Context: an optimization exercise on an open-source flow, tuned for small area, a short achievable clock period and few clock cycles. The choices shown serve that exercise and are no tape-out recipe. RTL that was checked went through simulation tests only; none was proved equivalent to the original. For runs 1 and 5, only the layout was checked, not whether the RTL still works. No activity file was given, so power comes from the tool's default toggle rates.

===== standard.sh =====
#!/bin/bash
# synth_recipe.tcl (not shown) runs the flow's synth.tcl, then flattens the netlist and writes it again
# the make line also repeats each setting of config.mk as NAME=value (left out here)
make -C /OpenROAD-flow-scripts/flow DESIGN_CONFIG=/design/flow/config.mk WORK_HOME=/design/flow/orfs CLKGATE_MAP_FILE= SYNTH_SCRIPT=/design/flow/synth_recipe.tcl "${@:-finish}"

===== flow/run.sh =====
#!/bin/bash
# Own layout flow: the standard flow (standard.sh) with two changes.
#  - sky130_fd_sc_hd__a222oi_1 is added to the platform's don't-use cells.
#    It has no stronger size, and as the last gate of a memory read it drives
#    a long wire slowly, which the resizer cannot fix.
#  - Ports are buffered with buf_4 rather than the default choice (a slow
#    clkdlybuf4s50_1 on the outputs).
# Everything else, including the synthesis script, is the standard flow.
# Each ORFS step logs to orfs/logs/...; make's own output goes to
# flow_make.log here.
set -euo pipefail
PLATFORM_DONT_USE="sky130_fd_sc_hd__probe_p_8 sky130_fd_sc_hd__probec_p_8 sky130_fd_sc_hd__lpflow_bleeder_1 sky130_fd_sc_hd__lpflow_clkbufkapwr_1 sky130_fd_sc_hd__lpflow_clkbufkapwr_16 sky130_fd_sc_hd__lpflow_clkbufkapwr_2 sky130_fd_sc_hd__lpflow_clkbufkapwr_4 sky130_fd_sc_hd__lpflow_clkbufkapwr_8 sky130_fd_sc_hd__lpflow_clkinvkapwr_1 sky130_fd_sc_hd__lpflow_clkinvkapwr_16 sky130_fd_sc_hd__lpflow_clkinvkapwr_2 sky130_fd_sc_hd__lpflow_clkinvkapwr_4 sky130_fd_sc_hd__lpflow_clkinvkapwr_8 sky130_fd_sc_hd__lpflow_decapkapwr_12 sky130_fd_sc_hd__lpflow_decapkapwr_3 sky130_fd_sc_hd__lpflow_decapkapwr_4 sky130_fd_sc_hd__lpflow_decapkapwr_6 sky130_fd_sc_hd__lpflow_decapkapwr_8 sky130_fd_sc_hd__lpflow_inputiso0n_1 sky130_fd_sc_hd__lpflow_inputiso0p_1 sky130_fd_sc_hd__lpflow_inputiso1n_1 sky130_fd_sc_hd__lpflow_inputiso1p_1 sky130_fd_sc_hd__lpflow_inputisolatch_1 sky130_fd_sc_hd__lpflow_isobufsrc_1 sky130_fd_sc_hd__lpflow_isobufsrc_16 sky130_fd_sc_hd__lpflow_isobufsrc_2 sky130_fd_sc_hd__lpflow_isobufsrc_4 sky130_fd_sc_hd__lpflow_isobufsrc_8 sky130_fd_sc_hd__lpflow_isobufsrckapwr_16 sky130_fd_sc_hd__lpflow_lsbuf_lh_hl_isowell_tap_1 sky130_fd_sc_hd__lpflow_lsbuf_lh_hl_isowell_tap_2 sky130_fd_sc_hd__lpflow_lsbuf_lh_hl_isowell_tap_4 sky130_fd_sc_hd__lpflow_lsbuf_lh_isowell_4 sky130_fd_sc_hd__lpflow_lsbuf_lh_isowell_tap_1 sky130_fd_sc_hd__lpflow_lsbuf_lh_isowell_tap_2 sky130_fd_sc_hd__lpflow_lsbuf_lh_isowell_tap_4 "
bash standard.sh finish \
  DONT_USE_CELLS="$PLATFORM_DONT_USE sky130_fd_sc_hd__a222oi_1" \
  BUFFER_PORTS_ARGS="-buffer_cell sky130_fd_sc_hd__buf_4" \
  > flow_make.log 2>&1

===== config.mk =====
export PLATFORM = sky130hd
export DESIGN_NAME = EC_2
export DESIGN_NICKNAME = EC_2
export VERILOG_FILES = /design/flow/design.v
export SDC_FILE = /design/flow/constraint.sdc
export NUM_CORES = 4
export LEC_CHECK = 0
export CAP_MARGIN = 20
export CORE_MARGIN = 2
export CORE_UTILIZATION = 40
export CTS_BUF_LIST = sky130_fd_sc_hd__clkbuf_4 sky130_fd_sc_hd__clkbuf_8
export SETUP_SLACK_MARGIN = 5
export SLEW_MARGIN = 20
export TNS_END_PERCENT = 5

===== constraint.sdc =====
create_clock -name core_clock -period 8.0 [get_ports {Clk}]
set_input_delay 1.6000 -clock core_clock [delete_from_list [all_inputs] [get_ports {Clk}]]
set_output_delay 1.6000 -clock core_clock [all_outputs]
set_load 0.01 [all_outputs]

===== design.v =====
module EC_2(
    input  logic       Enter,
    input  logic       Clk,
    input  logic       Reset,
    input  logic [7:0] Data_input,
    input  logic       Load_en,
    input  logic [4:0] Load_addr,
    input  logic [7:0] Load_data,
    output logic       Halt,
    output logic       In_wait,
    output logic [7:0] Data_output
    );
    localparam logic [2:0] OP_LOAD  = 3'd0;
    localparam logic [2:0] OP_STORE = 3'd1;
    localparam logic [2:0] OP_ADD   = 3'd2;
    localparam logic [2:0] OP_SUB   = 3'd3;
    localparam logic [2:0] OP_IN    = 3'd4;
    localparam logic [2:0] OP_JZ    = 3'd5;
    localparam logic [2:0] OP_JPOS  = 3'd6;
    localparam logic [2:0] OP_HALT  = 3'd7;
    logic [7:0] mem [0:31];
    logic [4:0] pc;       
    logic [4:0] pcn;      
    logic [7:0] ir_d;     
    logic       vd;       
    logic [4:0] ir_e;     
    logic       e_ld, e_st, e_add, e_sub;
    logic [7:0] opnd;     
    logic       tk;       
    logic [7:0] a;
    logic       halt_r;   
    logic       inw;      
    wire stall = halt_r | (inw & ~Enter);
    wire       nx_valid = tk | vd;
    wire [7:0] nx_word  = tk ? opnd : ir_d;
    wire [2:0] nx_op    = nx_word[7:5];
    wire [4:0] ra       = nx_word[4:0];
    wire [7:0] bx    = opnd ^ {8{e_sub}};
    wire [7:0] g0    = a & bx;
    wire [7:0] p0    = a ^ bx;
    wire [7:0] gk = {g0[7:1], g0[0] | (p0[0] & e_sub)};
    wire [7:0] pk = {p0[7:1], 1'b0};
    wire [7:0] g1 = gk | (pk & {gk[6:0], 1'b0});
    wire [7:0] p1 = pk & {pk[6:0], 1'b0};
    wire [7:0] g2 = g1 | (p1 & {g1[5:0], 2'b0});
    wire [7:0] p2 = p1 & {p1[5:0], 2'b0};
    wire [7:0] g3 = g2 | (p2 & {g2[3:0], 4'b0});
    wire [7:0] carry = {g3[6:0], e_sub};
    wire [7:0] sum   = p0 ^ carry;
    wire [7:0] ab_x     = a ^ opnd;
    wire       add_zero = (ab_x == {a[6:0] | opnd[6:0], 1'b0});
    wire       sub_zero = (ab_x == 8'd0);
    wire e_keep = ~(e_ld | e_add | e_sub | inw);
    wire [7:0] a_nx = ({8{e_ld}}          & opnd) |
                      ({8{e_add | e_sub}} & sum) |
                      ({8{inw}}           & Data_input) |
                      ({8{e_keep}}        & a);
    wire z_nx = (e_ld  & (opnd == 8'd0)) |
                (e_add & add_zero) |
                (e_sub & sub_zero) |
                (inw   & (Data_input == 8'd0)) |
                (e_keep & (a == 8'd0));
    logic [7:0] rd_op, rd_f;
    always_comb begin
        rd_op = 8'd0;
        rd_f  = 8'd0;
        for (int i = 0; i < 32; i++) begin
            rd_op = rd_op | (mem[i] & {8{ra == 5'(i)}});
            rd_f  = rd_f  | (mem[i] & {8{pc == 5'(i)}});
        end
    end
    wire [7:0] op_nx = (e_st && ir_e == ra) ? a : rd_op;
    wire       nx_store = nx_valid & (nx_op == OP_STORE);
    wire       refetch  = nx_store & (ra == pc);
    wire [7:0] f_nx = (e_st && ir_e == pc) ? a : rd_f;
    wire tk_nx = nx_valid & (((nx_op == OP_JZ) & z_nx) |
                             ((nx_op == OP_JPOS) & ~a_nx[7]));
    function automatic logic [4:0] inc5(input logic [4:0] x);
        inc5 = {x[4] ^ (&x[3:0]), x[3] ^ (&x[2:0]), x[2] ^ (&x[1:0]), x[1] ^ x[0], ~x[0]};
    endfunction
    wire [4:0] ird_p1 = inc5(ir_d[4:0]);
    wire [4:0] opn_p1 = inc5(opnd[4:0]);
    wire [4:0] ra_p1  = tk ? opn_p1 : ird_p1;
    wire [4:0] ra_p2  = inc5(ra_p1);
    wire [4:0] pcn_p1 = inc5(pcn);
    wire [4:0] pc_nx  = tk_nx ? ra_p1 : refetch ? pc  : pcn;
    wire [4:0] pcn_nx = tk_nx ? ra_p2 : refetch ? pcn : pcn_p1;
    always_ff @(posedge Clk or posedge Reset) begin
        if (Reset) begin
            pc     <= 5'd0;
            pcn    <= 5'd1;
            vd     <= 1'b0;
            a      <= 8'd0;
            e_ld   <= 1'b0;
            e_st   <= 1'b0;
            e_add  <= 1'b0;
            e_sub  <= 1'b0;
            tk     <= 1'b0;
            halt_r <= 1'b0;
            inw    <= 1'b0;
        end else if (!stall) begin
            pc     <= pc_nx;
            pcn    <= pcn_nx;
            vd     <= ~refetch;
            a      <= a_nx;
            e_ld   <= nx_valid & (nx_op == OP_LOAD);
            e_st   <= nx_store;
            e_add  <= nx_valid & (nx_op == OP_ADD);
            e_sub  <= nx_valid & (nx_op == OP_SUB);
            tk     <= tk_nx;
            halt_r <= nx_valid & (nx_op == OP_HALT);
            inw    <= nx_valid & (nx_op == OP_IN);
        end
    end
    always_ff @(posedge Clk) begin
        if (!stall)
            ir_d <= f_nx;
    end
    always_ff @(posedge Clk) begin
        ir_e <= ra;
        opnd <= op_nx;
    end
    logic       ld_en;
    logic [4:0] ld_addr;
    logic [7:0] ld_data;
    always_ff @(posedge Clk) begin
        ld_en   <= Load_en;
        ld_addr <= Load_addr;
        ld_data <= Load_data;
    end
    always_ff @(posedge Clk) begin
        if (ld_en)
            mem[ld_addr] <= ld_data;
        else if (e_st)
            mem[ir_e] <= a;
    end
    assign Halt        = halt_r;
    assign In_wait     = inw;
    assign Data_output = a;
endmodule

==> results.txt, run 1 <==
----------------------------------------------------
[Critical path]
  Class of the most critical setup path ... flop to flop
  Critical R2R Capture ... opnd[5]
  Required @ worst endpoint ... 8.58 ns
  Startpoint types ... flop
  R2r worst-path depth ... 7
  Worst reg2reg startpoint ... opnd[1]
  Worst setup path endpoint ... opnd[5]
  Arrival time at the worst endpoint ... 3.75 ns
  Slowest CP cell ... sky130_fd_sc_hd__nand3b_1
  Start point of the critical path ... opnd[1]
  Endpoint type of the worst setup path ... flop
  Worst-path fanout max ... 9
  Chain of cells forming the critical path ... nand3b_1 -> a221oi_2 -> buf_4 -> a22oi_1 -> nand3_1 -> or4_1 -> mux2_2
  R2r setup slk ... 4.83 ns
  Delay contributed by the slowest stage of the critical path ... 0.57 ns

[Logic synthesis]
  Top post-synthesis cells by area ... sky130_fd_sc_hd__edfxtp_1, sky130_fd_sc_hd__a22oi_1, sky130_fd_sc_hd__dfrtp_1
  Most frequent cells after synthesis ... sky130_fd_sc_hd__edfxtp_1, sky130_fd_sc_hd__a22oi_1, sky130_fd_sc_hd__nor2_1, sky130_fd_sc_hd__nand2_1, sky130_fd_sc_hd__nand3_1
  Distinct cell type count after synthesis ... 75
  Number of synthesized register bits ... 317
  Area share of the leading cell type in the synthesized netlist ... 0.523
  Most common flop cell mapped by yosys ... sky130_fd_sc_hd__edfxtp_1
  Avg Synthesized Cell Area ... 12.5 sq um
  Portion of the post-synthesis area used by sequential elements ... 0.602
  Synthesized Nets ... 1,260
  Yosys warnings ... 1
  Cell area after synthesis ... 15,200 sq um
  Fraction of synthesis flops using an asynchronous set or reset pin ... 0.0820
  Cell type with the highest aggregate area in the netlist ... sky130_fd_sc_hd__edfxtp_1
  Most used standard cell by instance count after synthesis ... sky130_fd_sc_hd__edfxtp_1
  Number of flops mapped to enable cells by yosys ... 264
  Synthesized instance count ... 1,212

[Clock network]
  Number of sinks driven by the clock tree ... 317
  CTS Hold Bufs ... 0
  CTS tree ... done
  Htree depth ... 2
  Number of buffers created by CTS ... 55
  Clk Latency, worst-skew pair ... 0.70 ns
  Clock-pin slew on the worst setup and hold paths ... 0.07 ns
  Buffer levels on the longest clock path ... 3
  CTS Root Cell ... sky130_fd_sc_hd__clkbuf_8

[STA]
  Endpoints failing setup ... 0
  Measured slew at the worst slew-check pin ... 1.27 ns
  Unrepaired setup endpoints after global routing ... yes
  Count of pins over their slew limit ... 0
  Final hold vios ... 0
  Setup Total Neg Slack ... 0 ns
  Headroom to the max-slew limit ... 0.154
  Top achievable clock speed ... 316 MHz
  Final min period ... 3.17 ns
  Fin Clk Skew ... 0.0214 ns
  Fin crit share ... 0.396

[Layout]
  Final cell area excluding filler cells ... 17,800 sq um
  Fraction of layout instances using a drive strength above 1 ... 0.215
  Final net count ... 1,373
  Post-synthesis to final-layout area growth ... 17.6%

[Global route]
  GRT Residual Overflow ... 0
  Global-route usage over all layers ... 0.381
  Pin count of the biggest net entering global routing ... 49
  Initial antenna violation count ... 1
  Global-route wire length before repair ... 101 mm
  Via count of the first global-routing pass ... 12,700

[Drt]
  Antenna viol nets, final ... 0
  Total wire length after detailed routing ... 74.2 mm
  Total number of vias ... 12,800
  # DRC ... 0
  Average detailed-routed wire length per instance ... 39.4 um
  Count of routing violations after the opening detailed-route iteration ... 1,544
  Pre-Repair DR Iteration Count ... 14
  Per-cell via count in the routed design ... 6.81

[Status]
  Status ... complete, no violations

[Die]
  I/O pin total ... 35
  Core Box Area ... 37,500 sq um
  Chip height ... 199 um
  Initial Utilization ... 0.404
  Die Area ... 39,500 sq um
  Site row count ... 71
  Die width ... 199 um

[Power]
  Peak ir drop on the vdd network ... 114 uV
  Pwr dens ... 297 nW/um^2
  Static leakage power ... 6.25 nW

[Min path]
  Path category of the worst min-delay check ... flop to flop

[Place]
  Instance area at placement ... 16,400 sq um
  Sum of net half-perimeters after detailed placement ... 52.3 mm
  Total of buffers placed on input and output ports ... 34
  Weighted congestion at the end of routability-driven global placement ... 1.12

[Flow run]
  Number of maximum-capacitance violations ... 0

----------------------------------------------------
[metal layers]
layer | up-vias | share of wire | track usage
met5 | - | 0.00019 | 0
met4 | 2 | 0.089 | 0.297
met3 | 320 | 0.10 | 0.0997
met2 | 934 | 0.46 | 0.607
met1 | 6409 | 0.35 | 0.437
li1 | 5157 | - | -
[where the power goes]
part           switching (W)  total [W]  internal, W
logic                0.00105    0.00157     0.000520
registers           0.000176    0.00211      0.00193
clock network       0.000728    0.00162     0.000894
total                0.00195    0.00530      0.00335
[critical path, delay by kind of cell, from the launching register on]
kind	cells	cell delay (ns)
buffers and inverters	1	0.27
AO/OA/AOI/OAI	2	0.71
multiplexers	1	0.28
AND/OR/NAND/NOR	3	1.23
flip-flops	1	0.56
[worst min path at each step]
| stage | startpoint | to | slack (ns) | cells past startpoint |
|---|---|---|---|---|
| floorplan | pcn[0] | pcn[0] | 0.46 | 2 |
| global placement | halt_r | halt_r | 0.48 | 2 |
| detailed placement | halt_r | halt_r | 0.49 | 2 |
| CTS | pcn[0] | pcn[0] | 0.50 | 2 |
| global route | pcn[0] | pcn[0] | 0.52 | 2 |
| finish | pcn[0] | pcn[0] | 0.50 | 2 |
[stage by stage]
stage / instances / util / hold WS, ns / power [W] / setup WS (ns)
global route: 1881 / 0.475 / 0.522 / 0.00547 / 4.77
global placement: 1771 / 0.437 / 0.476 / 0.00356 / 3.85
detailed placement: 1773 / 0.437 / 0.491 / 0.00356 / 3.83
floorplan: 1212 / - / 0.460 / 0.00295 / 5.03
finish: 1882 / 0.475 / 0.500 / 0.00530 / 4.83
CTS: 1880 / 0.475 / 0.501 / 0.00525 / 4.88
[cells by family (layout without fill, tap and decap cells)]
family / count (synthesis) / in the layout / synth area share
XOR/XNOR: 39 / 39 / 0.0225
other: 0 / 1 / 0
adder cells (fa/ha/maj): 23 / 23 / 0.0195
flip-flops: 317 / 317 / 0.602
AO/OA/AOI/OAI: 376 / 376 / 0.199
AND/OR/NAND/NOR: 353 / 353 / 0.115
buffers and inverters: 81 / 238 / 0.0247
multiplexers: 23 / 24 / 0.0174
[layout make-up]
class,instances,area [sq um]
antenna,1,2.50
clock buffer,69,887
clock inverter,33,288
fill,3438,19700
inverter,30,125
multi-input combinational,815,5920
sequential,317,9130
tap,511,639
timing repair buffer,106,832
[cell usage in the layout, fill, tap and decap left out, types with 12 or more instances in the layout]
| master | Yosys | final |
|---|---|---|
| sky130_fd_sc_hd__nand2_1 | 90 | 90 |
| sky130_fd_sc_hd__a32o_1 | 12 | 12 |
| sky130_fd_sc_hd__dfrtp_1 | 25 | 21 |
| sky130_fd_sc_hd__inv_1 | 28 | 27 |
| sky130_fd_sc_hd__a21oi_1 | 19 | 19 |
| sky130_fd_sc_hd__xor2_1 | 25 | 25 |
| sky130_fd_sc_hd__a22o_1 | 17 | 17 |
| sky130_fd_sc_hd__nand3_1 | 41 | 41 |
| sky130_fd_sc_hd__clkinv_1 | 0 | 15 |
| sky130_fd_sc_hd__clkbuf_8 | 0 | 59 |
| sky130_fd_sc_hd__a32oi_1 | 34 | 34 |
| sky130_fd_sc_hd__edfxtp_1 | 264 | 264 |
| sky130_fd_sc_hd__nor2_1 | 95 | 85 |
| sky130_fd_sc_hd__ha_1 | 22 | 22 |
| sky130_fd_sc_hd__xnor2_1 | 14 | 14 |
| sky130_fd_sc_hd__nand4_1 | 38 | 38 |
| sky130_fd_sc_hd__a22oi_1 | 175 | 175 |
| sky130_fd_sc_hd__nor3_1 | 19 | 19 |
| sky130_fd_sc_hd__dfxtp_1 | 27 | 22 |
| sky130_fd_sc_hd__a221oi_1 | 31 | 22 |
| sky130_fd_sc_hd__o21ai_0 | 28 | 21 |
| sky130_fd_sc_hd__a221oi_2 | 12 | 17 |
| sky130_fd_sc_hd__buf_4 | 2 | 102 |
| sky130_fd_sc_hd__mux2_2 | 14 | 14 |
[sequential cells by signal (all words and copies together) (netlist names)]
register  cells
a             8
e_add         1
e_ld          1
e_st          1
e_sub         1
halt_r        1
inw           1
ir_d          8
ir_e          5
ld_addr       5
ld_data       8
ld_en         1
mem         256
opnd          8
pc            5
pcn           5
tk            1
vd            1
[timing repair]
action	4_1_cts	5_1_grt
pin swaps	1	0
resized for setup	41	2
buffers inserted	4	0
setup endpoints to repair	165	146
gates cloned	1	0
==> run 2, diff against run 1 <==
--- a/design.v
+++ b/design.v
@@ -21,5 +21,4 @@
     logic [7:0] mem [0:31];
     logic [4:0] pc;       
-    logic [4:0] pcn;      
     logic [7:0] ir_d;     
     logic       vd;       
@@ -76,18 +75,10 @@
     wire tk_nx = nx_valid & (((nx_op == OP_JZ) & z_nx) |
                              ((nx_op == OP_JPOS) & ~a_nx[7]));
-    function automatic logic [4:0] inc5(input logic [4:0] x);
-        inc5 = {x[4] ^ (&x[3:0]), x[3] ^ (&x[2:0]), x[2] ^ (&x[1:0]), x[1] ^ x[0], ~x[0]};
-    endfunction
-    wire [4:0] ird_p1 = inc5(ir_d[4:0]);
-    wire [4:0] opn_p1 = inc5(opnd[4:0]);
-    wire [4:0] ra_p1  = tk ? opn_p1 : ird_p1;
-    wire [4:0] ra_p2  = inc5(ra_p1);
-    wire [4:0] pcn_p1 = inc5(pcn);
-    wire [4:0] pc_nx  = tk_nx ? ra_p1 : refetch ? pc  : pcn;
-    wire [4:0] pcn_nx = tk_nx ? ra_p2 : refetch ? pcn : pcn_p1;
+    wire [4:0] ra_p1 = {ra[4] ^ (&ra[3:0]), ra[3] ^ (&ra[2:0]), ra[2] ^ (&ra[1:0]), ra[1] ^ ra[0], ~ra[0]};
+    wire [4:0] pc_p1 = {pc[4] ^ (&pc[3:0]), pc[3] ^ (&pc[2:0]), pc[2] ^ (&pc[1:0]), pc[1] ^ pc[0], ~pc[0]};
+    wire [4:0] pc_nx = tk_nx ? ra_p1 : refetch ? pc : pc_p1;
     always_ff @(posedge Clk or posedge Reset) begin
         if (Reset) begin
             pc     <= 5'd0;
-            pcn    <= 5'd1;
             vd     <= 1'b0;
             a      <= 8'd0;
@@ -101,5 +92,4 @@
         end else if (!stall) begin
             pc     <= pc_nx;
-            pcn    <= pcn_nx;
             vd     <= ~refetch;
             a      <= a_nx;
==> flow/run.sh (replaced) <==
#!/bin/bash
set -euo pipefail
PLATFORM_DONT_USE="sky130_fd_sc_hd__probe_p_8 sky130_fd_sc_hd__probec_p_8 sky130_fd_sc_hd__lpflow_bleeder_1 sky130_fd_sc_hd__lpflow_clkbufkapwr_1 sky130_fd_sc_hd__lpflow_clkbufkapwr_16 sky130_fd_sc_hd__lpflow_clkbufkapwr_2 sky130_fd_sc_hd__lpflow_clkbufkapwr_4 sky130_fd_sc_hd__lpflow_clkbufkapwr_8 sky130_fd_sc_hd__lpflow_clkinvkapwr_1 sky130_fd_sc_hd__lpflow_clkinvkapwr_16 sky130_fd_sc_hd__lpflow_clkinvkapwr_2 sky130_fd_sc_hd__lpflow_clkinvkapwr_4 sky130_fd_sc_hd__lpflow_clkinvkapwr_8 sky130_fd_sc_hd__lpflow_decapkapwr_12 sky130_fd_sc_hd__lpflow_decapkapwr_3 sky130_fd_sc_hd__lpflow_decapkapwr_4 sky130_fd_sc_hd__lpflow_decapkapwr_6 sky130_fd_sc_hd__lpflow_decapkapwr_8 sky130_fd_sc_hd__lpflow_inputiso0n_1 sky130_fd_sc_hd__lpflow_inputiso0p_1 sky130_fd_sc_hd__lpflow_inputiso1n_1 sky130_fd_sc_hd__lpflow_inputiso1p_1 sky130_fd_sc_hd__lpflow_inputisolatch_1 sky130_fd_sc_hd__lpflow_isobufsrc_1 sky130_fd_sc_hd__lpflow_isobufsrc_16 sky130_fd_sc_hd__lpflow_isobufsrc_2 sky130_fd_sc_hd__lpflow_isobufsrc_4 sky130_fd_sc_hd__lpflow_isobufsrc_8 sky130_fd_sc_hd__lpflow_isobufsrckapwr_16 sky130_fd_sc_hd__lpflow_lsbuf_lh_hl_isowell_tap_1 sky130_fd_sc_hd__lpflow_lsbuf_lh_hl_isowell_tap_2 sky130_fd_sc_hd__lpflow_lsbuf_lh_hl_isowell_tap_4 sky130_fd_sc_hd__lpflow_lsbuf_lh_isowell_4 sky130_fd_sc_hd__lpflow_lsbuf_lh_isowell_tap_1 sky130_fd_sc_hd__lpflow_lsbuf_lh_isowell_tap_2 sky130_fd_sc_hd__lpflow_lsbuf_lh_isowell_tap_4 "
bash standard.sh finish \
  DONT_USE_CELLS="$PLATFORM_DONT_USE sky130_fd_sc_hd__a222oi_1" \
  BUFFER_PORTS_ARGS="-buffer_cell sky130_fd_sc_hd__buf_4" \
  CTS_ARGS="-sink_clustering_enable -repair_clock_nets -dont_use_dummy_load -sink_clustering_size 30 -sink_clustering_max_diameter 80" \
  SETUP_SLACK_MARGIN=5.5 \
  > flow_make.log 2>&1
==> config.mk (replaced) <==
export PLATFORM = sky130hd
export DESIGN_NAME = EC_2
export DESIGN_NICKNAME = EC_2
export VERILOG_FILES = /design/flow/design.v
export SDC_FILE = /design/flow/constraint.sdc
export NUM_CORES = 4
export LEC_CHECK = 0
export CAP_MARGIN = 20
export CORE_MARGIN = 2
export CORE_UTILIZATION = 45
export SLEW_MARGIN = 20
export TNS_END_PERCENT = 100
==> run 2 against run 1 <==
Against the previous run:
- clock skew up 0.051 ns
- sequential power rose by 6%
- largest cell class unchanged
- synthesized cell count fell by 1.7%
- maximum frequency increased by 7.6%
- worst setup slack improved by 0.22 ns
- cell area is 7.2% higher
- core utilization increased by 12 points
- flip-flop and latch count is 5 lower
- die area fell by 14%
- count of clock-buffer cells in the layout shrank 51
- critical endpoint is now ir_d[2]
- first-iteration DRC count is 57% higher
==> results.txt, run 2 <==
----------------------------------------------------
[Die]
  Core Box Area ... 32,300 sq um (-14%)
  Chip height ... 184 um (-7.2%)
  Site row count ... 66 (-7.0%)
  Initial Utilization ... 0.453 (+0.0489)
  Die Area ... 34,000 sq um (-14%)
  I/O pin total ... 35 (unchanged)
  Die width ... 184 um (-7.2%)

[Critical path]
  Delay contributed by the slowest stage of the critical path ... 0.46 ns (-0.11 ns)
  Startpoint types ... flop
  Dominant delay contributor by cell family on the critical path ... simple AND/OR/NAND/NOR gates
  Buffers plus inverters on the worst setup path ... 3 (+2)
  Required @ worst endpoint ... 8.25 ns (-0.33 ns)
  Arrival time at the worst endpoint ... 3.20 ns (-0.55 ns)
  Class of the most critical setup path ... flop to flop
  Chain of cells forming the critical path ... buf_12 -> inv_4 -> ha_4 -> nand2_2 -> nor2_1 -> buf_4 -> nand2_2 -> nand2_1 -> a221oi_2 -> nand4_1 -> nor3_2 -> nor2_1
  Endpoint type of the worst setup path ... flop
  R2r worst-path depth ... 12 (+5)
  Slowest CP cell ... sky130_fd_sc_hd__dfrtp_2
  Critical Path Stages ... 12 (+5)
  Worst-path fanout max ... 8 (-1)

[Power]
  Peak ir drop on the vdd network ... 184 uV (+61%)
  Pwr dens ... 392 nW/um^2 (+32%)
  Static leakage power ... 6.66 nW (+6.5%)

[Logic synthesis]
  Number of flops mapped to enable cells by yosys ... 264 (unchanged)
  Avg Synthesized Cell Area ... 12.3 sq um (-1.8%)
  Most frequent cells after synthesis ... sky130_fd_sc_hd__edfxtp_1, sky130_fd_sc_hd__nor2_1, sky130_fd_sc_hd__nand2_1, sky130_fd_sc_hd__a22oi_1, sky130_fd_sc_hd__a22o_1
  Top post-synthesis cells by area ... sky130_fd_sc_hd__edfxtp_1, sky130_fd_sc_hd__a22oi_1, sky130_fd_sc_hd__dfxtp_1
  Synthesized instance count ... 1,192 (-1.7%)
  Area share of the leading cell type in the synthesized netlist ... 0.542 (+0.0188)
  Distinct cell type count after synthesis ... 70 (-6.7%)
  Synthesized Nets ... 1,245 (-1.2%)
  Most common flop cell mapped by yosys ... sky130_fd_sc_hd__edfxtp_1
  Fraction of synthesis flops using an asynchronous set or reset pin ... 0.0673 (-0.0147)
  Yosys warnings ... 1 (unchanged)
  Number of synthesized register bits ... 312 (-1.6%)
  Most used standard cell by instance count after synthesis ... sky130_fd_sc_hd__edfxtp_1
  Cell area after synthesis ... 14,600 sq um (-3.5%)
  Cell type with the highest aggregate area in the netlist ... sky130_fd_sc_hd__edfxtp_1
  Portion of the post-synthesis area used by sequential elements ... 0.615 (+0.0130)

[Clock network]
  CTS Hold Bufs ... 0 (unchanged)
  CTS tree ... done
  CTS Root Cell ... sky130_fd_sc_hd__clkbuf_16
  Number of buffers created by CTS ... 18 (-67%)
  Buffer levels on the longest clock path ... 3 (unchanged)
  Clk Latency, worst-skew pair ... 0.57 ns (-0.13 ns)
  Clock-pin slew on the worst setup and hold paths ... 0.11 ns (+0.04 ns)
  Htree depth ... 1 (-1)
  Number of sinks driven by the clock tree ... 312 (-1.6%)

[STA]
  Top achievable clock speed ... 340 MHz (+7.6%)
  Fin crit share ... 0.368 (-0.0280)
  Count of pins over their slew limit ... 0 (unchanged)
  Final hold vios ... 0 (unchanged)
  Measured slew at the worst slew-check pin ... 0.892 ns (-0.373 ns)
  Setup Total Neg Slack ... 0 ns (unchanged)
  Endpoints failing setup ... 0 (unchanged)
  Fin Clk Skew ... 0.0726 ns (+0.0511 ns)
  Unrepaired setup endpoints after global routing ... yes
  Headroom to the max-slew limit ... 0.405 (+0.251)
  Final min period ... 2.94 ns (-0.224 ns)

[Drt]
  Count of routing violations after the opening detailed-route iteration ... 2,424 (+57%)
  Pre-Repair DR Iteration Count ... 7 (-7)
  Antenna viol nets, final ... 0 (unchanged)
  Per-cell via count in the routed design ... 7.26 (+6.6%)
  Average detailed-routed wire length per instance ... 42.9 um (+8.9%)
  # DRC ... 0 (unchanged)
  Total number of vias ... 13,300 (+3.8%)
  Total wire length after detailed routing ... 78.7 mm (+6.1%)

[Layout]
  Post-synthesis to final-layout area growth ... 30.5%
  Final cell area excluding filler cells ... 19,100 sq um (+7.2%)
  Final net count ... 1,445 (+5.2%)
  Fraction of layout instances using a drive strength above 1 ... 0.368 (+0.152)
  Most frequent cells in the layout ... sky130_fd_sc_hd__edfxtp_1, sky130_fd_sc_hd__buf_4, sky130_fd_sc_hd__nand2_1, sky130_fd_sc_hd__a22oi_1, sky130_fd_sc_hd__nor2_1
  Max reg flops ... 256 (unchanged)
  Most common cell after layout, fill and taps aside ... sky130_fd_sc_hd__edfxtp_1
  # fillers ... 2,514 (-27%)
  Largest reg by FF count ... mem
  Final cell count without fillers ... 1,833 (-2.6%)

[Status]
  Status ... complete, no violations

[Global route]
  GRT Residual Overflow ... 0 (unchanged)
  Global-route wire length before repair ... 105 mm (+3.7%)
  Initial antenna violation count ... 5 (+4)
  Via count of the first global-routing pass ... 12,500 (-2.2%)
  Pin count of the biggest net entering global routing ... 33 (-33%)
  Global-route usage over all layers ... 0.462 (+0.0814)

[Min path]
  Hold Path Depth ... 1 (-1)
  Path category of the worst min-delay check ... flop to flop

[Place]
  Total of buffers placed on input and output ports ... 34 (unchanged)
  Instance area at placement ... 15,800 sq um (-3.5%)
  Sum of net half-perimeters after detailed placement ... 54.9 mm (+5.1%)
  Weighted congestion at the end of routability-driven global placement ... 1.14 (+1.6%)
  Count of placed standard cells including taps ... 1,682 (-5.1%)

[Flow run]
  Number of maximum-capacitance violations ... 0 (unchanged)

----------------------------------------------------
run 2: repair_timing:
| item | in CTS | in global routing |
|---|---|---|
| setup buffers | 84 | 45 |
| cloned | 2 | 1 |
| pin swaps | 78 | 81 |
| gates resized for setup | 279 | 107 |
| endpoints found under the hold margin | 0 | 0 |
| endpoints found under the setup margin | 297 | 202 |
run 2: stage by stage:
stage          total power [W]  hold WS, ns  setup slack [ns]   util
4_1_cts                0.00686        0.492              5.22  0.564
3_5_place_dp           0.00501        0.472              4.16  0.490
2_1_floorplan          0.00391        0.442              5.20      -
5_1_grt                0.00763        0.510              5.10  0.591
6_report               0.00749        0.503              5.06  0.591
3_3_place_gp           0.00501        0.465              4.15  0.490
run 2: layout make-up:
| class | count | area [sq um] | area share |
|---|---|---|---|
| timing repair buffer | 218 | 1990 | 0.104 |
| antenna | 1 | 2.50 | 0.000131 |
| tap | 442 | 553 | 0.0290 |
| clock buffer | 18 | 450 | 0.0236 |
| sequential | 312 | 9020 | 0.472 |
| multi-input combinational | 811 | 6950 | 0.364 |
| inverter | 31 | 130 | 0.00681 |
run 2: logic make-up after synthesis:
logic type | synth area share
DFF | 0.615
xor gates and xnor gates | 0.0203
and+or+nand+nor | 0.120
muxes | 0.0220
buffers and inverters | 0.0199
AOI/OAI and AO/OA | 0.179
adders and majority gates | 0.0245
run 2: layer usage:
layer | global-route usage | part of all wire
met1 | 0.588 | 0.36
met5 | 0 | 0.00046
met4 | 0.325 | 0.098
met2 | 0.660 | 0.40
met3 | 0.158 | 0.14
run 2: final timing paths:
check	startpoint	end	slack, ns
worst max-delay path	pc[1]	ir_d[2]	5.06
worst min-delay path	vd	vd	0.50
worst max register to register	pc[1]	ir_d[2]	5.06
worst min register to register	vd	vd	0.50
max in group asynchronous	Reset	e_sub	6.07
min in group asynchronous	Reset	pc[4]	1.22
run 2: where the power goes:
group	total, W	internal (W)	switching [W]
registers	0.00223	0.00200	0.000232
logic	0.00431	0.00175	0.00256
clock network	0.000944	0.000403	0.000541
Testbench counts of run 2, summed over its fixed seeds: cycles 43,846.
==> run 3, diff against run 2 <==
--- a/flow/run.sh
+++ b/flow/run.sh
@@ -6,4 +6,4 @@
   BUFFER_PORTS_ARGS="-buffer_cell sky130_fd_sc_hd__buf_4" \
   CTS_ARGS="-sink_clustering_enable -repair_clock_nets -dont_use_dummy_load -sink_clustering_size 30 -sink_clustering_max_diameter 80" \
-  SETUP_SLACK_MARGIN=5.5 \
+  SETUP_SLACK_MARGIN=6 \
   > flow_make.log 2>&1
==> run 3 against run 2 <==
Against the previous run:
- first-iteration DRC count grew 0.87%
- worst hold slack gained 0.0014 ns
- register-to-register slack is essentially flat
- sequential share of layout area shrank 3.6 points
- flip-flop and latch count is the same
- maximum frequency grew 0.26%
- critical endpoint is now ir_d[6]
- die area is the same
- routed wire length grew 6.4%
- total power grew 9.9%
- synthesized cell count is the same
- worst setup slack gained 0.0076 ns
==> results.txt, run 3 <==
----------------------------------------------------
[Critical path]
  R2r setup slk ... 5.06 ns (about the same)
  Start point of the critical path ... pc[0]
  Dominant delay contributor by cell family on the critical path ... simple AND/OR/NAND/NOR gates
  Arrival time at the worst endpoint ... 3.19 ns (about the same)
  Critical R2R Capture ... ir_d[6]
  Class of the most critical setup path ... flop to flop
  Slowest CP cell ... sky130_fd_sc_hd__nand4_1
  Buffers plus inverters on the worst setup path ... 1 (-2)
  Worst setup path endpoint ... ir_d[6]
  Worst reg2reg startpoint ... pc[0]
  Required @ worst endpoint ... 8.25 ns (about the same)
  Critical Path Stages ... 8 (-4)
  Endpoint type of the worst setup path ... flop
  Delay contributed by the slowest stage of the critical path ... 0.51 ns (+0.05 ns)
  R2r worst-path depth ... 8 (-4)
  Startpoint types ... flop
  Chain of cells forming the critical path ... inv_2 -> ha_4 -> nand2_4 -> nor2_2 -> a2111oi_4 -> nand4_1 -> nor4_2 -> a21oi_1
  Worst-path fanout max ... 11 (+3)

[Logic synthesis]
  Portion of the post-synthesis area used by sequential elements ... 0.615 (unchanged)
  Fraction of synthesis flops using an asynchronous set or reset pin ... 0.0673 (unchanged)
  Synthesized instance count ... 1,192 (unchanged)
  Most used standard cell by instance count after synthesis ... sky130_fd_sc_hd__edfxtp_1
  Number of flops mapped to enable cells by yosys ... 264 (unchanged)
  Yosys warnings ... 1 (unchanged)
  Post-synthesis adder-cell area fraction ... 0.0245 (unchanged)
  Cell area after synthesis ... 14,600 sq um (unchanged)
  Area share of the leading cell type in the synthesized netlist ... 0.542 (unchanged)
  Number of synthesized register bits ... 312 (unchanged)
  Synthesized Nets ... 1,245 (unchanged)
  Main combinational cell family by area after synthesis ... compound AO/OA/AOI/OAI gates
  Cell type with the highest aggregate area in the netlist ... sky130_fd_sc_hd__edfxtp_1
  Avg Synthesized Cell Area ... 12.3 sq um (unchanged)
  Most common flop cell mapped by yosys ... sky130_fd_sc_hd__edfxtp_1
  Distinct cell type count after synthesis ... 70 (unchanged)
  Post-synthesis share of cell area spent on xor and xnor gates ... 0.0203 (unchanged)
  Top post-synthesis cells by area ... sky130_fd_sc_hd__edfxtp_1, sky130_fd_sc_hd__a22oi_1, sky130_fd_sc_hd__dfxtp_1
  Fraction of the mapped netlist area in simple logic gates ... 0.120 (unchanged)
  Most frequent cells after synthesis ... sky130_fd_sc_hd__edfxtp_1, sky130_fd_sc_hd__nor2_1, sky130_fd_sc_hd__nand2_1, sky130_fd_sc_hd__a22oi_1, sky130_fd_sc_hd__a22o_1
  Complex-gate fraction of the synthesized area ... 0.179 (unchanged)
  Portion of netlist area occupied by mux cells ... 0.0220 (unchanged)

[Drt]
  Count of routing violations after the opening detailed-route iteration ... 2,445 (+0.87%)
  # DRC ... 0 (unchanged)
  Per-cell via count in the routed design ... 7.38 (+1.6%)
  Total wire length after detailed routing ... 83.7 mm (+6.4%)
  Antenna viol nets, final ... 0 (unchanged)
  Pre-Repair DR Iteration Count ... 7 (unchanged)
  Average detailed-routed wire length per instance ... 43.6 um (+1.5%)
  Total number of vias ... 14,200 (+6.5%)

[Clock network]
  Htree depth ... 1 (unchanged)
  Number of buffers created by CTS ... 19 (+1)
  Buffer levels on the longest clock path ... 3 (unchanged)
  Clock-pin slew on the worst setup and hold paths ... 0.09 ns (-0.02 ns)
  CTS Hold Bufs ... 0 (unchanged)
  Clk Latency, worst-skew pair ... 0.55 ns (-0.02 ns)
  Number of sinks driven by the clock tree ... 312 (unchanged)
  CTS Root Cell ... sky130_fd_sc_hd__clkbuf_16
  CTS tree ... done

[Place]
  Instance area at placement ... 16,200 sq um (+2.2%)
  Total of buffers placed on input and output ports ... 34 (unchanged)
  Sum of net half-perimeters after detailed placement ... 52.9 mm (-3.8%)
  Weighted congestion at the end of routability-driven global placement ... 1.09 (-4.4%)
  Count of placed standard cells including taps ... 1,687 (+0.30%)

[Global route]
  GRT Residual Overflow ... 0 (unchanged)
  Pin count of the biggest net entering global routing ... 33 (unchanged)
  Global-route wire length before repair ... 108 mm (+3.5%)
  Initial antenna violation count ... 3 (-2)
  Via count of the first global-routing pass ... 13,200 (+6.2%)
  Global-route usage over all layers ... 0.476 (+0.0139)

[Power]
  Peak ir drop on the vdd network ... 237 uV (+28%)
  Net switching fraction of the power ... 0.448 (+0.00313)
  Power share of the clock group ... 0.118 (-0.008)
  Sequential cell fraction of total power ... 0.279 (-0.019)
  Pwr dens ... 397 nW/um^2 (+1.3%)
  Internal portion of total power ... 0.00454 W (+9.3%)
  Comb pwr share ... 0.603 (+0.027)
  Static leakage power ... 7.30 nW (+9.6%)
  Net switching power of the design ... 0.00369 W (+11%)

[STA]
  Unrepaired setup endpoints after global routing ... yes
  Fin crit share ... 0.367 (-0.000955)
  Setup Total Neg Slack ... 0 ns (unchanged)
  Top achievable clock speed ... 340 MHz (+0.26%)
  Final min period ... 2.94 ns (-0.00764 ns)
  Headroom to the max-slew limit ... 0.473 (+0.0686)
  Final hold vios ... 0 (unchanged)
  Count of pins over their slew limit ... 0 (unchanged)
  Measured slew at the worst slew-check pin ... 0.787 ns (-0.105 ns)
  Endpoints failing setup ... 0 (unchanged)
  Fin Clk Skew ... 0.0387 ns (-0.0339 ns)

[Layout]
  Fraction of layout instances using a drive strength above 1 ... 0.440 (+0.0724)
  Most common cell after layout, fill and taps aside ... sky130_fd_sc_hd__edfxtp_1
  Final cell area excluding filler cells ... 20,700 sq um (+8.5%)
  Final net count ... 1,530 (+5.9%)
  # fillers ... 2,256 (-10%)
  Post-synthesis to final-layout area growth ... 41.5%
  Final cell count without fillers ... 1,920 (+4.7%)
  Most frequent cells in the layout ... sky130_fd_sc_hd__edfxtp_1, sky130_fd_sc_hd__buf_4, sky130_fd_sc_hd__nand2_1, sky130_fd_sc_hd__a22oi_1, sky130_fd_sc_hd__buf_6
  Max reg flops ... 256 (unchanged)
  Largest reg by FF count ... mem

[Die]
  Initial Utilization ... 0.453 (unchanged)
  Chip height ... 184 um (unchanged)
  Site row count ... 66 (unchanged)
  Die Area ... 34,000 sq um (unchanged)
  Core Box Area ... 32,300 sq um (unchanged)
  Die width ... 184 um (unchanged)
  I/O pin total ... 35 (unchanged)

[Min path]
  Hold path startpoint ... vd
  Path category of the worst min-delay check ... flop to flop

[Status]
  Status ... complete, no violations

[Flow run]
  Number of maximum-capacitance violations ... 0 (unchanged)

----------------------------------------------------
-- run 3: changes by cell type in the layout (fill, tap and decap cells not counted), moves of 5 or more --
| cell | change |
|---|---|
| sky130_fd_sc_hd__buf_6 | +31 |
| sky130_fd_sc_hd__buf_12 | +29 |
| sky130_fd_sc_hd__buf_4 | +19 |
| sky130_fd_sc_hd__nor2_4 | +15 |
| sky130_fd_sc_hd__nor2_2 | -9 |
| sky130_fd_sc_hd__a22oi_1 | -8 |
| sky130_fd_sc_hd__a22oi_2 | +8 |
| sky130_fd_sc_hd__o21ai_0 | -8 |
| sky130_fd_sc_hd__o21ai_1 | +8 |
| sky130_fd_sc_hd__nor2_1 | -6 |
| sky130_fd_sc_hd__a221oi_2 | +5 |
| sky130_fd_sc_hd__nor3_1 | -5 |
-- run 3: logic make-up after synthesis --
family          after synthesis
mux                          28
xor+xnor                     33
compound gates              340
flops                       312
simple gates                381
buf+inv                      70
fa+ha+maj                    28
-- run 3: worst min path at each step --
stage | to | slack, ns | cells after the start
floorplan | vd | 0.44 | 1
global placement | vd | 0.49 | 1
detailed placement | vd | 0.48 | 1
CTS | vd | 0.50 | 1
global route | vd | 0.53 | 1
finish | vd | 0.50 | 1
-- run 3: area by class of cell --
| type | instances | area (sq um) | share of cell area |
|---|---|---|---|
| sequential | 312 | 9040 | 0.436 |
| timing repair buffer | 301 | 3120 | 0.151 |
| inverter | 31 | 153 | 0.00737 |
| clock buffer | 19 | 475 | 0.0230 |
| tap | 442 | 553 | 0.0267 |
| antenna | 3 | 7.51 | 0.000362 |
| multi-input combinational | 812 | 7360 | 0.356 |
-- run 3: per-layer routing --
metal / vias up / GRT usage / wire length (um)
li1: 5291 / - / -
met1: 6945 / 0.563 / 27900
met2: 1434 / 0.721 / 35400
met3: 495 / 0.168 / 11800
met4: 4 / 0.341 / 8440
met5: - / 0 / 75
-- run 3: power by group through the flow --
stage | Combinational [W] | Sequential [W] | Clock, W
global placement | 0.00281 | 0.00233 | 0
floorplan | 0.00189 | 0.00215 | 0
detailed placement | 0.00281 | 0.00234 | 0
finish | 0.00496 | 0.00230 | 0.000973
global route | 0.00506 | 0.00229 | 0.00102
CTS | 0.00405 | 0.00224 | 0.000958
-- run 3: timing repair --
item                       in CTS  in global routing
cloned                          5                  1
pin swaps                     122                106
setup endpoints to repair     567                297
gates resized for setup       310                127
buffers inserted              135                 70
-- run 3: stage by stage --
stage	hold slack, ns	setup slack (ns)	util	total power (W)
CTS	0.505	5.22	0.604	0.00725
global route	0.530	5.09	0.641	0.00837
floorplan	0.441	5.20	-	0.00405
finish	0.504	5.06	0.642	0.00823
global placement	0.491	4.27	0.500	0.00514
detailed placement	0.484	4.25	0.501	0.00515
==> run 4, diff against run 3 <==
==> flow/run.sh (replaced) <==
#!/bin/bash
# Own layout flow: the standard flow (standard.sh) with four changes.
#  - sky130_fd_sc_hd__a222oi_1 is added to the platform's don't-use cells.
#    It has no stronger size, and as the last gate of a memory read it drives
#    a long wire slowly, which the resizer cannot fix.
#  - The half- and full-adder cells are added to the don't-use cells too, so
#    synthesis leaves adders to abc as plain gates. Otherwise the adder step
#    turns the address incrementers into half adders whose slow carry
#    outputs then also drive the memory's address decoders.
#  - Ports are buffered with buf_4 rather than the default choice (a slow
#    clkdlybuf4s50_1 on the outputs).
#  - Clock tree synthesis runs with the usual arguments plus
#    -dont_use_dummy_load, so it adds no dummy load cells to the clock tree,
#    and with larger sink clusters (30 sinks, 80 um) on the default buffers.
# Everything else, including the synthesis script, is the standard flow.
# Each ORFS step logs to orfs/logs/...; make's own output goes to
# flow_make.log here.
set -euo pipefail
PLATFORM_DONT_USE="sky130_fd_sc_hd__probe_p_8 sky130_fd_sc_hd__probec_p_8 sky130_fd_sc_hd__lpflow_bleeder_1 sky130_fd_sc_hd__lpflow_clkbufkapwr_1 sky130_fd_sc_hd__lpflow_clkbufkapwr_16 sky130_fd_sc_hd__lpflow_clkbufkapwr_2 sky130_fd_sc_hd__lpflow_clkbufkapwr_4 sky130_fd_sc_hd__lpflow_clkbufkapwr_8 sky130_fd_sc_hd__lpflow_clkinvkapwr_1 sky130_fd_sc_hd__lpflow_clkinvkapwr_16 sky130_fd_sc_hd__lpflow_clkinvkapwr_2 sky130_fd_sc_hd__lpflow_clkinvkapwr_4 sky130_fd_sc_hd__lpflow_clkinvkapwr_8 sky130_fd_sc_hd__lpflow_decapkapwr_12 sky130_fd_sc_hd__lpflow_decapkapwr_3 sky130_fd_sc_hd__lpflow_decapkapwr_4 sky130_fd_sc_hd__lpflow_decapkapwr_6 sky130_fd_sc_hd__lpflow_decapkapwr_8 sky130_fd_sc_hd__lpflow_inputiso0n_1 sky130_fd_sc_hd__lpflow_inputiso0p_1 sky130_fd_sc_hd__lpflow_inputiso1n_1 sky130_fd_sc_hd__lpflow_inputiso1p_1 sky130_fd_sc_hd__lpflow_inputisolatch_1 sky130_fd_sc_hd__lpflow_isobufsrc_1 sky130_fd_sc_hd__lpflow_isobufsrc_16 sky130_fd_sc_hd__lpflow_isobufsrc_2 sky130_fd_sc_hd__lpflow_isobufsrc_4 sky130_fd_sc_hd__lpflow_isobufsrc_8 sky130_fd_sc_hd__lpflow_isobufsrckapwr_16 sky130_fd_sc_hd__lpflow_lsbuf_lh_hl_isowell_tap_1 sky130_fd_sc_hd__lpflow_lsbuf_lh_hl_isowell_tap_2 sky130_fd_sc_hd__lpflow_lsbuf_lh_hl_isowell_tap_4 sky130_fd_sc_hd__lpflow_lsbuf_lh_isowell_4 sky130_fd_sc_hd__lpflow_lsbuf_lh_isowell_tap_1 sky130_fd_sc_hd__lpflow_lsbuf_lh_isowell_tap_2 sky130_fd_sc_hd__lpflow_lsbuf_lh_isowell_tap_4 "
ADDER_CELLS="sky130_fd_sc_hd__ha_1 sky130_fd_sc_hd__ha_2 sky130_fd_sc_hd__ha_4 sky130_fd_sc_hd__fa_1 sky130_fd_sc_hd__fa_2 sky130_fd_sc_hd__fa_4 sky130_fd_sc_hd__fah_1 sky130_fd_sc_hd__fahcin_1 sky130_fd_sc_hd__fahcon_1"
bash standard.sh finish \
  DONT_USE_CELLS="$PLATFORM_DONT_USE sky130_fd_sc_hd__a222oi_1 $ADDER_CELLS" \
  BUFFER_PORTS_ARGS="-buffer_cell sky130_fd_sc_hd__buf_4" \
  CTS_ARGS="-sink_clustering_enable -repair_clock_nets -dont_use_dummy_load -sink_clustering_size 30 -sink_clustering_max_diameter 80" \
  > flow_make.log 2>&1
--- a/config.mk
+++ b/config.mk
@@ -9,4 +9,5 @@
 export CORE_MARGIN = 2
 export CORE_UTILIZATION = 45
+export SETUP_SLACK_MARGIN = 5
 export SLEW_MARGIN = 20
 export TNS_END_PERCENT = 100
==> run 4 against run 3 <==
Against the previous run:
- synthesized area barely moved
- worst hold slack got worse by 0.0021 ns
- critical path type unchanged
- routed wire length fell by 9.8%
- largest power group is now sequential cells
- die area barely moved
- global-route usage fell by 3.1 points
- total power fell by 66%
==> results.txt, run 4 <==
----------------------------------------------------
[Logic synthesis]
  Top post-synthesis cells by area ... sky130_fd_sc_hd__edfxtp_1, sky130_fd_sc_hd__a22oi_1, sky130_fd_sc_hd__dfxtp_1
  Synthesized instance count ... 1,215 (+1.9%)
  Cell area after synthesis ... 14,600 sq um (about the same)
  Distinct cell type count after synthesis ... 75 (+7.1%)
  Cell type with the highest aggregate area in the netlist ... sky130_fd_sc_hd__edfxtp_1
  Yosys warnings ... 1 (unchanged)
  Fraction of synthesis flops using an asynchronous set or reset pin ... 0.0673 (unchanged)
  Most frequent cells after synthesis ... sky130_fd_sc_hd__edfxtp_1, sky130_fd_sc_hd__a22oi_1, sky130_fd_sc_hd__nor2_1, sky130_fd_sc_hd__nand2_1, sky130_fd_sc_hd__a221oi_1
  Most used standard cell by instance count after synthesis ... sky130_fd_sc_hd__edfxtp_1
  Number of flops mapped to enable cells by yosys ... 264 (unchanged)
  Avg Synthesized Cell Area ... 12.0 sq um (-2.0%)
  Area share of the leading cell type in the synthesized netlist ... 0.542 (about the same)
  Number of synthesized register bits ... 312 (unchanged)
  Portion of the post-synthesis area used by sequential elements ... 0.615 (about the same)
  Most common flop cell mapped by yosys ... sky130_fd_sc_hd__edfxtp_1
  Synthesized Nets ... 1,240 (-0.40%)

[Clock network]
  CTS Root Cell ... sky130_fd_sc_hd__clkbuf_16
  Number of sinks driven by the clock tree ... 312 (unchanged)
  Htree depth ... 1 (unchanged)
  Clk Latency, worst-skew pair ... 0.59 ns (+0.04 ns)
  CTS tree ... done
  Number of buffers created by CTS ... 19 (unchanged)
  Clock-pin slew on the worst setup and hold paths ... 0.07 ns (-0.02 ns)
  Buffer levels on the longest clock path ... 3 (unchanged)

[Flow run]
  Number of maximum-capacitance violations ... 0 (unchanged)

[Layout]
  Post-synthesis to final-layout area growth ... 17.6%
  Largest reg by FF count ... mem
  Final cell area excluding filler cells ... 17,200 sq um (-17%)
  # fillers ... 2,748 (+22%)
  Area of all sequential standard cells ... 9040 sq um (about the same)
  Max reg flops ... 256 (unchanged)
  Most common cell after layout, fill and taps aside ... sky130_fd_sc_hd__edfxtp_1
  Fraction of layout instances using a drive strength above 1 ... 0.214 (-0.226)
  Most frequent cells in the layout ... sky130_fd_sc_hd__edfxtp_1, sky130_fd_sc_hd__buf_4, sky130_fd_sc_hd__a22oi_1, sky130_fd_sc_hd__nand2_1, sky130_fd_sc_hd__nor2_1
  Footprint of the multi-input gates ... 5870 sq um (-20%)
  Final net count ... 1,355 (-11%)

[Die]
  Chip height ... 184 um (about the same)
  Core Box Area ... 32,300 sq um (unchanged)
  Die Area ... 34,000 sq um (about the same)
  Initial Utilization ... 0.453 (about the same)
  Die width ... 184 um (about the same)
  Site row count ... 66 (unchanged)
  I/O pin total ... 35 (unchanged)

[STA]
  Final min period ... 3.08 ns (+0.146 ns)
  Final hold vios ... 0 (unchanged)
  Unrepaired setup endpoints after global routing ... yes
  Endpoints failing setup ... 0 (unchanged)
  Measured slew at the worst slew-check pin ... 1.19 ns (+0.407 ns)
  Fin crit share ... 0.385 (+0.0183)
  Count of pins over their slew limit ... 0 (unchanged)
  Final Worst Setup Slack ... 4.92 ns (-0.146 ns)
  Headroom to the max-slew limit ... 0.201 (-0.272)
  Top achievable clock speed ... 324 MHz (-4.7%)
  Fin Clk Skew ... 0.0938 ns (+0.0552 ns)
  Setup Total Neg Slack ... 0 ns (unchanged)

[Power]
  Pwr dens ... 165 nW/um^2 (-59%)
  Peak ir drop on the vdd network ... 190 uV (-20%)
  Power after layout ... 0.00283 W (-66%)
  Static leakage power ... 5.80 nW (-21%)

[Critical path]
  Endpoint type of the worst setup path ... flop
  Startpoint types ... flop
  Start point of the critical path ... opnd[0]
  Required @ worst endpoint ... 8.43 ns (+0.18 ns)
  Worst reg2reg startpoint ... opnd[0]
  Arrival time at the worst endpoint ... 3.52 ns (+0.33 ns)
  Worst-path fanout max ... 20 (+9)
  Class of the most critical setup path ... flop to flop

[Drt]
  Antenna viol nets, final ... 0 (unchanged)
  Count of routing violations after the opening detailed-route iteration ... 2,058 (-16%)
  Pre-Repair DR Iteration Count ... 8 (+1)
  Total wire length after detailed routing ... 75.4 mm (-9.8%)
  Per-cell via count in the routed design ... 7.36 (-0.30%)
  Average detailed-routed wire length per instance ... 42.6 um (-2.3%)
  # DRC ... 0 (unchanged)
  Total number of vias ... 13,000 (-8.0%)

[Global route]
  GRT Residual Overflow ... 0 (unchanged)
  Global-route wire length before repair ... 101 mm (-7.0%)
  Initial antenna violation count ... 3 (unchanged)
  Pin count of the biggest net entering global routing ... 40 (+21%)
  Via count of the first global-routing pass ... 12,300 (-7.2%)
  Global-route usage over all layers ... 0.445 (-0.0314)

[Status]
  Status ... complete, no violations

[Place]
  Instance area at placement ... 15,900 sq um (-1.4%)
  Weighted congestion at the end of routability-driven global placement ... 1.13 (+4.2%)
  Worst setup timing slack at the placement stage ... 4.27 ns (+0.0198 ns)
  Sum of net half-perimeters after detailed placement ... 52.0 mm (-1.6%)
  Total of buffers placed on input and output ports ... 34 (unchanged)

[Min path]
  Hold path startpoint ... halt_r
  Path category of the worst min-delay check ... flop to flop

----------------------------------------------------
-- run 4: repair_timing --
item                       CTS  global route
hold buffers                 0             0
setup buffers               34             6
setup endpoints to repair   95            32
cloned                       2             0
resized for setup           68            28
pin swaps                   14             7
-- run 4: where the power goes --
| part | total, W | internal, W | switching [W] |
|---|---|---|---|
| registers | 0.00180 | 0.00178 | 0.0000186 |
| clock network | 0.000962 | 0.000424 | 0.000538 |
| logic | 0.0000727 | 0.0000188 | 0.0000539 |
| total | 0.00283 | 0.00222 | 0.000610 |
-- run 4: worst paths after layout --
kind	end	slack [ns]	cells after the start
worst max-delay path	pc[0]	4.92	12
worst min register to register	halt_r	0.50	2
max in group asynchronous	tk	6.10	2
worst max register to register	pc[0]	4.92	12
worst min-delay path	halt_r	0.50	2
min in group asynchronous	e_ld	1.26	2
-- run 4: per-stage QoR --
| stage | hold slack [ns] | cells | utilization |
|---|---|---|---|
| detailed placement | 0.484 | 1709 | 0.494 |
| global placement | 0.477 | 1708 | 0.493 |
| floorplan | 0.461 | 1215 | - |
| finish | 0.502 | 1771 | 0.533 |
| global route | 0.528 | 1770 | 0.533 |
| CTS | 0.502 | 1764 | 0.526 |
-- run 4: logic make-up (layout without fill, tap and decap cells) --
group	Yosys count	count (layout)	synth area share
compound gates	371	372	0.190
xor+xnor	36	36	0.0216
fa+ha+maj	2	2	0.00145
buf+inv	77	189	0.0216
flops	312	312	0.615
mux	32	32	0.0229
other cells	0	1	0
simple gates	385	385	0.127
-- run 4: critical path: stages (launching register included) --
cell	delay (ns)
sky130_fd_sc_hd__dfxtp_4	0.53
sky130_fd_sc_hd__nand2b_1	0.12
sky130_fd_sc_hd__a21oi_2	0.28
sky130_fd_sc_hd__nor3_4	0.09
sky130_fd_sc_hd__a221o_1	0.36
sky130_fd_sc_hd__o41ai_4	0.35
sky130_fd_sc_hd__buf_4	0.17
sky130_fd_sc_hd__and4_4	0.27
sky130_fd_sc_hd__o32ai_4	0.14
sky130_fd_sc_hd__buf_6	0.19
sky130_fd_sc_hd__buf_4	0.13
sky130_fd_sc_hd__a211o_1	0.25
sky130_fd_sc_hd__o21ai_1	0.07
-- run 4: per-layer routing --
metal  wire [um]  GRT usage  share of wire
met5          27          0        0.00036
met4        7110      0.323          0.094
met3        9250      0.133           0.12
met2       33000      0.686           0.44
met1       26100      0.530           0.35
-- run 4: cell type report --
cell class              count  area share
diodes                      1    0.000146
clock buffers              19      0.0276
inverters                  24     0.00524
multi-input cells         827       0.341
flip-flops and latches    312       0.525
well taps                 442      0.0322
repair buffers            146      0.0682
==> run 5, diff against run 4 <==
--- a/design.v
+++ b/design.v
@@ -21,4 +21,6 @@
     logic [7:0] mem [0:31];
     logic [4:0] pc;       
+    logic [3:0] pc_lo;    
+    logic [7:0] pc_hi;    
     logic [7:0] ir_d;     
     logic       vd;       
@@ -66,5 +68,5 @@
         for (int i = 0; i < 32; i++) begin
             rd_op = rd_op | (mem[i] & {8{ra == 5'(i)}});
-            rd_f  = rd_f  | (mem[i] & {8{pc == 5'(i)}});
+            rd_f  = rd_f  | (mem[i] & {8{pc_lo[i % 4] & pc_hi[i / 4]}});
         end
     end
@@ -78,7 +80,13 @@
     wire [4:0] pc_p1 = {pc[4] ^ (&pc[3:0]), pc[3] ^ (&pc[2:0]), pc[2] ^ (&pc[1:0]), pc[1] ^ pc[0], ~pc[0]};
     wire [4:0] pc_nx = tk_nx ? ra_p1 : refetch ? pc : pc_p1;
+    wire [3:0] pc_lo_nx = tk_nx   ? 4'(1) << ra_p1[1:0] :
+                          refetch ? pc_lo : {pc_lo[2:0], pc_lo[3]};
+    wire [7:0] pc_hi_nx = tk_nx   ? 8'(1) << ra_p1[4:2] :
+                          (refetch || !pc_lo[3]) ? pc_hi : {pc_hi[6:0], pc_hi[7]};
     always_ff @(posedge Clk or posedge Reset) begin
         if (Reset) begin
             pc     <= 5'd0;
+            pc_lo  <= 4'd1;
+            pc_hi  <= 8'd1;
             vd     <= 1'b0;
             a      <= 8'd0;
@@ -92,4 +100,6 @@
         end else if (!stall) begin
             pc     <= pc_nx;
+            pc_lo  <= pc_lo_nx;
+            pc_hi  <= pc_hi_nx;
             vd     <= ~refetch;
             a      <= a_nx;
==> flow/run.sh (replaced) <==
#!/bin/bash
# Own layout flow: the standard flow (standard.sh) with three changes.
#  - sky130_fd_sc_hd__a222oi_1 is added to the platform's don't-use cells.
#    It has no stronger size, and as the last gate of a memory read it drives
#    a long wire slowly, which the resizer cannot fix.
#  - Ports are buffered with buf_4 rather than the default choice (a slow
#    clkdlybuf4s50_1 on the outputs).
#  - Clock tree synthesis runs with the usual arguments plus
#    -dont_use_dummy_load, so it adds no dummy load cells to the clock tree,
#    and with larger sink clusters (30 sinks, 80 um) on the default buffers.
# Everything else, including the synthesis script, is the standard flow.
# Each ORFS step logs to orfs/logs/...; make's own output goes to
# flow_make.log here.
set -euo pipefail
PLATFORM_DONT_USE="sky130_fd_sc_hd__probe_p_8 sky130_fd_sc_hd__probec_p_8 sky130_fd_sc_hd__lpflow_bleeder_1 sky130_fd_sc_hd__lpflow_clkbufkapwr_1 sky130_fd_sc_hd__lpflow_clkbufkapwr_16 sky130_fd_sc_hd__lpflow_clkbufkapwr_2 sky130_fd_sc_hd__lpflow_clkbufkapwr_4 sky130_fd_sc_hd__lpflow_clkbufkapwr_8 sky130_fd_sc_hd__lpflow_clkinvkapwr_1 sky130_fd_sc_hd__lpflow_clkinvkapwr_16 sky130_fd_sc_hd__lpflow_clkinvkapwr_2 sky130_fd_sc_hd__lpflow_clkinvkapwr_4 sky130_fd_sc_hd__lpflow_clkinvkapwr_8 sky130_fd_sc_hd__lpflow_decapkapwr_12 sky130_fd_sc_hd__lpflow_decapkapwr_3 sky130_fd_sc_hd__lpflow_decapkapwr_4 sky130_fd_sc_hd__lpflow_decapkapwr_6 sky130_fd_sc_hd__lpflow_decapkapwr_8 sky130_fd_sc_hd__lpflow_inputiso0n_1 sky130_fd_sc_hd__lpflow_inputiso0p_1 sky130_fd_sc_hd__lpflow_inputiso1n_1 sky130_fd_sc_hd__lpflow_inputiso1p_1 sky130_fd_sc_hd__lpflow_inputisolatch_1 sky130_fd_sc_hd__lpflow_isobufsrc_1 sky130_fd_sc_hd__lpflow_isobufsrc_16 sky130_fd_sc_hd__lpflow_isobufsrc_2 sky130_fd_sc_hd__lpflow_isobufsrc_4 sky130_fd_sc_hd__lpflow_isobufsrc_8 sky130_fd_sc_hd__lpflow_isobufsrckapwr_16 sky130_fd_sc_hd__lpflow_lsbuf_lh_hl_isowell_tap_1 sky130_fd_sc_hd__lpflow_lsbuf_lh_hl_isowell_tap_2 sky130_fd_sc_hd__lpflow_lsbuf_lh_hl_isowell_tap_4 sky130_fd_sc_hd__lpflow_lsbuf_lh_isowell_4 sky130_fd_sc_hd__lpflow_lsbuf_lh_isowell_tap_1 sky130_fd_sc_hd__lpflow_lsbuf_lh_isowell_tap_2 sky130_fd_sc_hd__lpflow_lsbuf_lh_isowell_tap_4 "
bash standard.sh finish \
  DONT_USE_CELLS="$PLATFORM_DONT_USE sky130_fd_sc_hd__a222oi_1" \
  BUFFER_PORTS_ARGS="-buffer_cell sky130_fd_sc_hd__buf_4" \
  CTS_ARGS="-sink_clustering_enable -repair_clock_nets -dont_use_dummy_load -sink_clustering_size 30 -sink_clustering_max_diameter 80" \
  > flow_make.log 2>&1
==> run 5 against run 4 <==
Against the previous run:
- die area is 4.1% higher
- first-iteration DRC count up 1.1%
- total power is 65% higher
- synthesized area increased by 4.2%
- register-to-register slack better by 0.02 ns
- maximum frequency increased by 0.62%
- clock power is 0.8% higher
- still clean
- worst hold slack worse by 0.0046 ns
- flip-flop and latch count up 12
==> results.txt, run 5 <==
----------------------------------------------------
[Place]
  Sum of net half-perimeters after detailed placement ... 39.0 mm (-25%)
  Instance area at placement ... 16,400 sq um (+3.2%)
  Worst setup timing slack at the placement stage ... 3.92 ns (-0.354 ns)
  Weighted congestion at the end of routability-driven global placement ... 0.997 (-12%)

[Clock network]
  CTS Hold Bufs ... 0 (unchanged)
  Clock-pin slew on the worst setup and hold paths ... 0.06 ns (about the same)
  CTS Root Cell ... sky130_fd_sc_hd__clkbuf_16
  Clk Latency, worst-skew pair ... 0.56 ns (-0.03 ns)
  Htree depth ... 1 (unchanged)

[STA]
  Headroom to the max-slew limit ... 0.276 (+0.0753)
  Final Worst Setup Slack ... 4.94 ns (+0.0189 ns)
  Final min period ... 3.06 ns (-0.0189 ns)
  Fin Clk Skew ... 0.0680 ns (-0.0258 ns)
  Unrepaired setup endpoints after global routing ... yes
  Top achievable clock speed ... 326 MHz (+0.62%)
  Final hold vios ... 0 (unchanged)

[Critical path]
  Startpoint types ... flop
  Chain of cells forming the critical path ... inv_1 -> o22ai_1 -> or4_1 -> nor4_1 -> a21oi_1
  Critical R2R Capture ... ir_d[6]
  Worst reg2reg startpoint ... pc_lo[1]
  R2r worst-path depth ... 5 (-7)

[Drt]
  Total number of vias ... 12,600 (-3.2%)
  Per-cell via count in the routed design ... 7.15 (-2.8%)

[Status]
  Status ... complete, no violations

[Layout]
  Max reg flops ... 256 (unchanged)
  Fraction of layout instances using a drive strength above 1 ... 0.173 (-0.0405)
  # fillers ... 2,862 (+4.1%)
  Most frequent cells in the layout ... sky130_fd_sc_hd__edfxtp_1, sky130_fd_sc_hd__a22oi_1, sky130_fd_sc_hd__buf_4, sky130_fd_sc_hd__nand2_1, sky130_fd_sc_hd__a21oi_1
  Post-synthesis to final-layout area growth ... 13.6%

[Die]
  Chip height ... 188 um (+2.0%)
  Initial Utilization ... 0.455 (+0.00255)
  Site row count ... 67 (+1.5%)
  Core Box Area ... 33,400 sq um (+3.6%)

[Logic synthesis]
  Yosys warnings ... 1 (unchanged)
  Number of synthesized register bits ... 324 (+3.8%)
  Synthesized Nets ... 1,295 (+4.4%)
  Cell type with the highest aggregate area in the netlist ... sky130_fd_sc_hd__edfxtp_1
  Cell area after synthesis ... 15,200 sq um (+4.2%)
  Area share of the leading cell type in the synthesized netlist ... 0.520 (-0.0217)
  Top post-synthesis cells by area ... sky130_fd_sc_hd__edfxtp_1, sky130_fd_sc_hd__a22oi_1, sky130_fd_sc_hd__dfrtp_1
  Number of flops mapped to enable cells by yosys ... 264 (unchanged)

[Min path]
  Hold Path Depth ... 1 (-1)
  Hold path startpoint ... halt_r
  End of the worst hold path ... halt_r
  Path category of the worst min-delay check ... flop to flop

[Flow run]
  Number of maximum-capacitance violations ... 0 (unchanged)

[Power]
  Static leakage power ... 5.86 nW (+1.1%)

[Global route]
  GRT Residual Overflow ... 0 (unchanged)
  Global-route wire length before repair ... 86.0 mm (-15%)

----------------------------------------------------
-- run 5: cell types whose count changed in the layout (fill, tap and decap cells not counted), moves of 18 or more --
cell and change:
sky130_fd_sc_hd__a22oi_1 +85, sky130_fd_sc_hd__nor2_1 -40, sky130_fd_sc_hd__a221oi_1 -39, sky130_fd_sc_hd__ha_1 +24, sky130_fd_sc_hd__buf_4 -23, sky130_fd_sc_hd__nor3_2 -20
sky130_fd_sc_hd__dfrtp_1 +18, sky130_fd_sc_hd__inv_1 +18
-- run 5: timing repair --
item / in CTS / in global routing
pin swaps: 1 / 3
resized for setup: 21 / 24
setup buffers: 6 / 11
endpoints found under the setup margin: 26 / 27
cloned: 1 / 1
-- run 5: cell families (layout without fill, tap and decap cells) --
family / after synthesis / after routing
muxes: 15 / 15
and+or+nand+nor: 293 / 293
adders and majority gates: 27 / 27
DFF: 324 / 324
other: 0 / 1
AOI/OAI and AO/OA: 435 / 437
xor gates and xnor gates: 35 / 35
buffers and inverters: 114 / 184
-- run 5: metal layers --
| metal | share of wire | GRT usage |
|---|---|---|
| met5 | 0 | 0.00275 |
| met4 | 0.067 | 0.170 |
| met3 | 0.14 | 0.115 |
| met2 | 0.43 | 0.503 |
| met1 | 0.37 | 0.445 |
-- run 5: worst max path at each step --
stage / startpoint / to / slack, ns / cells past startpoint
floorplan: Data_input[3] / pc_hi[1] / 4.97 / 8
global placement: tk / opnd[5] / 4.14 / 11
detailed placement: tk / opnd[5] / 3.92 / 11
CTS: Enter / a[2] / 4.95 / 7
global route: a[2] / pc_hi[6] / 4.96 / 8
finish: pc_lo[1] / ir_d[6] / 4.94 / 5
-- run 5: worst max-delay path: cells and delay by family, from the launching register on --
family,cells,cell delay (ns)
simple gates,2,1.34
flops,1,0.75
buf+inv,1,0.45
compound gates,2,0.22
-- run 5: per-stage QoR --
step                       util  total power (W)  instances
after floorplan               -          0.00304       1243
after global placement    0.491          0.00358       1724
after detailed placement  0.491          0.00360       1725
after CTS                 0.510          0.00457       1751
after global routing      0.517          0.00483       1763
final                     0.517          0.00468       1764
-- run 5: layout make-up --
cell class | instances | area share
antenna | 1 | 0.000145
inverter | 44 | 0.00955
timing repair buffer | 121 | 0.0536
multi-input combinational | 807 | 0.339
sequential | 324 | 0.538
clock buffer | 19 | 0.0275
tap | 448 | 0.0324
-- run 5: report_power, final --
part | leakage [nW] | switching [W] | total (W) | internal [W]
registers | 2.95 | 0.000177 | 0.00210 | 0.00193
logic | 2.68 | 0.00104 | 0.00161 | 0.000566
clock network | 0.234 | 0.000545 | 0.000970 | 0.000425

Check on run 5: ideal ports give 4.935 ns setup slack; a clkbuf_16 on the clock port and buf_2 on the inputs give 4.935 ns; moving port delays by the midpoint clock arrival (0.576 ns) as well gives 4.538 ns.
